Background: an optimization exercise with open tools, aiming at small area and a short achievable clock period. Do not read the settings as production practice. No functional check of the RTL was part of any run shown here. Power figures rest on the tool's default switching activity, not on a simulated workload.

==> flow/design.v, too long to show whole: its modules and the start of the top module <==
// module exe_mul: 1962 lines
// module exe_div: 3275 lines
// module exe_muldiv: 32 lines
module exe_muldiv
(
    input logic         clk, rst,
    input logic         wb_do_branch,
    input logic         ix_mul_valid,
    input logic[4:0]    ix_mul_rd,
    input logic[31:0]   ix_mul_rs1,
    input logic[31:0]   ix_mul_rs2,
    input logic[1:0]    ix_mul_op,
    input logic         ix_div_valid,
    input logic[4:0]    ix_div_rd,
    input logic[31:0]   ix_div_rs1,
    input logic[31:0]   ix_div_rs2,
    input logic[1:0]    ix_div_op,
    output logic        mul_valid,
    output logic[4:0]   mul_rd,
    output logic[31:0]  mul_result,
    output logic        div_valid,
    output logic[4:0]   div_rd,
    output logic[31:0]  div_result
);
  // ...
==> flow/run.sh <==
#!/bin/bash
# synth_recipe.tcl (not shown) runs the flow's synth.tcl, then flattens the netlist and writes it again
# the make line also repeats each setting of config.mk as NAME=value (left out here)
make -C /OpenROAD-flow-scripts/flow DESIGN_CONFIG=/design/flow/config.mk WORK_HOME=/design/flow/orfs CLKGATE_MAP_FILE= SYNTH_SCRIPT=/design/flow/synth_recipe.tcl finish
==> flow/config.mk <==
export PLATFORM = sky130hd
export DESIGN_NAME = exe_muldiv
export DESIGN_NICKNAME = exe_muldiv
export VERILOG_FILES = /design/flow/design.v
export SDC_FILE = /design/flow/constraint.sdc
export NUM_CORES = 4
export LEC_CHECK = 0
export ABC_AREA = 1
export CAP_MARGIN = 20
export CORE_MARGIN = 2
export CORE_UTILIZATION = 50
export SETUP_SLACK_MARGIN = 5
export SLEW_MARGIN = 20
==> flow/constraint.sdc <==
create_clock -name core_clock -period 9.5 [get_ports {clk}]
set_input_delay 1.9000 -clock core_clock [delete_from_list [all_inputs] [get_ports {clk}]]
set_output_delay 1.9000 -clock core_clock [all_outputs]
set_load 0.01 [all_outputs]
==> flow_metrics.py, run 1 <==
metrics = {
    "global_route": {
        "grt_util_met3": 0.0658,
        "grt_max_degree": 44,
        "grt-busiest-layer": "met2",
    },
    "sta": {
        "tightestPinTransition_ns": 1.17,
        "setup_viol": 0,
        "period_needed_ns": 4.42,
        "relSlewSlack": 0.214,
        "rsz0062_at_grt": "true",
        "hold_slack_ns": 0.286,
        "period_share": 0.465,
    },
    "clock_network": {
        "post-cts-setup-buffers": 30,
        "clk_path_buf_depth": 3,
        "cts_tree": "done",
        "clock_latency_ns": 0.87,
    },
    "worst_hold_path": {
        "hold_start": "div.rn2_reg[4]",
        "hp-class": "reg2reg",
    },
    "power_and_ir_drop": {
        "p_seq_w": 0.00936,
        "leakagePower_nw": 51.2,
        "power_leader": "combinational logic",
        "p_int_w": 0.0191,
        "seqPwrFrac": 0.271,
    },
    "worst_setup_path": {
        "r2r.worst_path.cells": 10,
        "r2r_start": "mul.s1_a_reg[23]",
        "crit_top_cell": "fa_1",
        "startpoint": "mul.s1_a_reg[23]",
    },
    "logic_synthesis": {
        "synth_ff_type": "dfxtp_1",
        "synth-xor-area-share": 0.0888,
        "yosysWarnings": 2,
        "ys_seq_elements": 1703,
        "synthMuxAreaShare": 0.00206,
        "synthAdderAreaFrac": 0.109,
    },
    "routing": {
        "drc_errors": 0,
        "wire_per_inst_um": 18.8,
        "antenna_left": 0,
        "drtPass1Iterations": 7,
    },
    "floorplan": {
        "num_tap_cells": 2480,
        "die_w_um": 435,
    },
    "finish": {
        "nMultiInputCombCells": 8283,
        "nClkBuffers": 220,
        "multi_input_area_share": 0.487,
        "drive_gt1_frac": 0.0750,
        "n_all_buffers": 423,
    },
    "placement": {
        "dpl_cell_area_um2": 97400,
    },
    "run_status": {
        "status": "no timing/DRC/antenna violations",
    },
}
==> run 2, diff against run 1 <==
--- a/flow/config.mk
+++ b/flow/config.mk
@@ -9,5 +9,7 @@
 export CAP_MARGIN = 20
 export CORE_MARGIN = 2
 export CORE_UTILIZATION = 50
+export CTS_CLUSTER_DIAMETER = 100
+export CTS_CLUSTER_SIZE = 30
 export SETUP_SLACK_MARGIN = 5
 export SLEW_MARGIN = 20
==> run 2 against run 1 <==
Still clean on timing, DRC and antenna. Worst setup slack better by 0.0060 ns. Critical path depth unchanged. Clock power down 44%. Power is 10% lower. Largest power group unchanged.
==> flow_metrics.py, run 2 <==
metrics = {
    "run_status": {
        "status": "no timing/DRC/antenna violations",
    },
    "finish": {
        "areaGrowthSynthToFinish_pct": 9.74,
        "drive_gt1_frac": 0.0626,
        "multi_input_area_um2": 51700,
        "seqCellArea_um2": 34100,
        "layout_common_cells": "nand2_1 (2763), inv_1 (1693), dfxtp_1 (1671)",
        "fin_nets": 12942,
        "largest_reg_flops": 242,
        "layout_commonest_cell": "nand2_1",
        "fill_cells": 17285,
    },
    "routing": {
        "wire_per_inst_um": 18.9,
        "via_count": 80258,
        "antenna_left": 0,
        "via_per_inst": 5.43,
        "routed_wl_mm": 279,
        "drtPass1Iterations": 9,
        "drtIter0Drc": 6397,
        "drc_errors": 0,
    },
    "sta": {
        "fin_skew_ns": 0.0613,
        "rsz0062_at_grt": "false",
        "tightestPinTransition_ns": 1.24,
        "period_share": 0.465,
        "period_needed_ns": 4.41,
        "max_freq_mhz": 227,
        "fin_ws_ns": 5.09,
        "tns_ns": 0,
        "setup_viol": 0,
        "drv_slew": 0,
        "relSlewSlack": 0.171,
        "hold_viol": 0,
    },
    "flow_run": {
        "max_cap_viol_count": 0,
    },
    "logic_synthesis": {
        "syn-num-nets": 12801,
        "synth_most_common_cell": "nand2_1",
        "synth_ff_type": "dfxtp_1",
        "synth_cell_types": 75,
        "synth_top_area_frac": 0.366,
        "seq_area_frac_synth": 0.366,
        "yosysWarnings": 2,
        "synth_cells": 12127,
        "synth_edf_count": 0,
        "synthAdderAreaFrac": 0.109,
        "synthSimpleGateAreaFrac": 0.235,
        "syn_area_um2": 93100,
        "synth_top_family_by_area": "simple AND/OR/NAND/NOR gates",
        "ys_top_cells_by_count": "nand2_1 (2789), inv_1 (1738), dfxtp_1 (1703)",
        "synth-xor-area-share": 0.0888,
        "synth_area_leaders": "dfxtp_1 (37%), nand2_1 (11%), fa_1 (10%)",
        "ys_seq_elements": 1703,
        "async_reset_ff_frac": 0,
        "synth_top_area_cell": "dfxtp_1",
        "synth_compound_area_frac": 0.109,
        "synth_area_per_cell_um2": 7.67,
        "synthMuxAreaShare": 0.00206,
    },
    "clock_network": {
        "clock_sinks": 1703,
        "clock_latency_ns": 0.81,
        "clockRootBuffer": "clkbuf_16",
        "numCtsBuffers": 76,
        "clk_pin_slew_worst_paths_ns": 0.11,
        "cts_tree": "done",
        "clk_path_buf_depth": 3,
        "cts_max_level": 3,
    },
    "worst_setup_path": {
        "critPathRequiredTime_ns": 10.19,
        "path_max_fanout": 18,
        "cp-end-kind": "flip-flop",
        "rrSetupSlack_ns": 5.09,
        "crit_arrival_ns": 5.11,
        "r2r-end": "mul.s2_t_reg[142]",
        "critical_path_class": "reg2reg",
        "start_kind": "flip-flop",
        "r2r.worst_path.cells": 10,
        "r2r_start": "mul.s1_a_reg[21]",
    },
    "worst_hold_path": {
        "hp-class": "reg2reg",
        "hold_start": "div.q10_reg[16]",
        "hold_depth": 0,
        "min_to": "div.q11_reg[18]",
    },
    "floorplan": {
        "rows": 158,
        "initial_core_util": 0.502,
        "die_w_um": 435,
        "die_height_um": 435,
        "core_um2": 185000,
        "die-area_um2": 190000,
        "ios": 223,
    },
    "placement": {
        "io_buffers": 222,
        "dp_hpwl_mm": 201,
        "pre_cts_ws_ns": 3.23,
        "place_congestion": 0.931,
    },
    "power_and_ir_drop": {
        "power_w": 0.0311,
        "peakVddDrop_mv": 0.400,
        "leakagePower_nw": 49.4,
        "pwr_density_cell_nw_per_um2": 304,
    },
    "global_route": {
        "grt_max_degree": 44,
        "grt_overflow": 0,
        "met1_usage": 0.354,
        "grt_pass1_vias": 77287,
        "grtUsageMet2": 0.472,
        "grt-busiest-layer": "met2",
        "grt_pass1_wl_mm": 429,
        "antenna_found_initial": 11,
        "grt_util_met3": 0.0567,
        "track_usage": 0.286,
    },
}
run 2: worst max path at each step:
| stage | start | to | slack, ns | depth (start not counted) |
|---|---|---|---|---|
| floorplan | ix_div_rs1[0] | div.rn0_reg[30] | 5.03 | 17 |
| global placement | ix_div_rs1[0] | div.rn0_reg[30] | 3.12 | 18 |
| detailed placement | ix_div_rs1[0] | div.rn0_reg[30] | 3.23 | 18 |
| CTS | div.d10_reg[1] | div.rn11_reg[12] | 5.00 | 27 |
| global route | div.d10_reg[16] | div.rn11_reg[12] | 4.94 | 28 |
| finish | mul.s1_a_reg[21] | mul.s2_t_reg[142] | 5.09 | 10 |
run 2: cell families after synthesis:
logic type	after synthesis
and+or+nand+nor	5135
AOI/OAI and AO/OA	1644
xor gates and xnor gates	943
DFF	1703
adders and majority gates	533
muxes	17
buffers and inverters	2152
run 2: repair_timing:
action	in CTS	in global routing
setup endpoints to repair	249	308
resized for setup	82	200
pin swaps	19	51
setup buffers	30	73
hold buffers	0	0
gates cloned	7	7
run 2: final cells by class:
class / instances / area share
Clock inverter: 34 / 0.00532
Inverter: 1770 / 0.0653
Timing Repair Buffer: 432 / 0.0396
Tap cell: 2480 / 0.0304
Multi-Input combinational cell: 8285 / 0.506
Clock buffer: 80 / 0.0191
Sequential cell: 1703 / 0.334
Antenna cell: 4 / 0.0000980
run 2: layer usage:
metal / part of all wire / wire (um) / up-vias
li1: - / - / 38741
met1: 0.41 / 113000 / 37608
met4: 0.062 / 17300 / 0
met3: 0.081 / 22700 / 780
met5: 0 / 0 / -
met2: 0.45 / 126000 / 3129
run 2: where the power goes:
group	switching (W)	internal, W	total (W)
logic	0.0114	0.00629	0.0176
registers	0.000885	0.00846	0.00934
clock network	0.00247	0.00162	0.00409
total	0.0147	0.0164	0.0311
run 2: metrics by stage:
step / utilization / cell area (um^2) / cells / hold WS [ns]
2_1_floorplan: - / 93100 / 12127 / 0.310
3_3_place_gp: 0.526 / 97400 / 14550 / 0.309
3_5_place_dp: 0.526 / 97400 / 14551 / 0.312
4_1_cts: 0.543 / 101000 / 14702 / 0.315
5_1_grt: 0.551 / 102000 / 14785 / 0.320
6_report: 0.551 / 102000 / 14788 / 0.310
run 2: worst max-delay path: stages (launching register included):
cell and delay (ns):
dfxtp_1 0.58, clkinv_1 0.78, o22ai_1 0.45, xor2_1 0.22
fa_1 0.47, fa_1 0.58, inv_1 0.07, fa_1 0.50
inv_1 0.05, fa_1 0.53, inv_1 0.04

-- re-timing with driven ports --
The results above use ideal ports. As a check the final layouts listed here were re-extracted and re-timed, cells and wires unchanged.
Step 1: set_driving_cell puts a clkbuf_16 on clk and a buf_2 on each other input, an assumption about the parent block.
Step 2 adds t to the input delays and takes it off the output delays; t is the mean of the earliest and latest rising clock arrival at the registers after step 1. Input paths then give back, and output paths get back, about the clock's delay inside the block.
Slacks: ideal ports / drivers / drivers and shift; pairs: ideal ports / drivers.
run	t (ns)	slack for setup (ns)	clock arrival spread, ns
run 1	0.925	5.081 / 5.081 / 4.363	0.073 / 0.073
run 2	0.863	5.087 / 5.087 / 4.390	0.069 / 0.070
After both steps setup and hold are still met in every run listed. The setup slack of run 1, which loses most, moves by 0.000 ns with the drivers and by -0.718 ns with both steps.
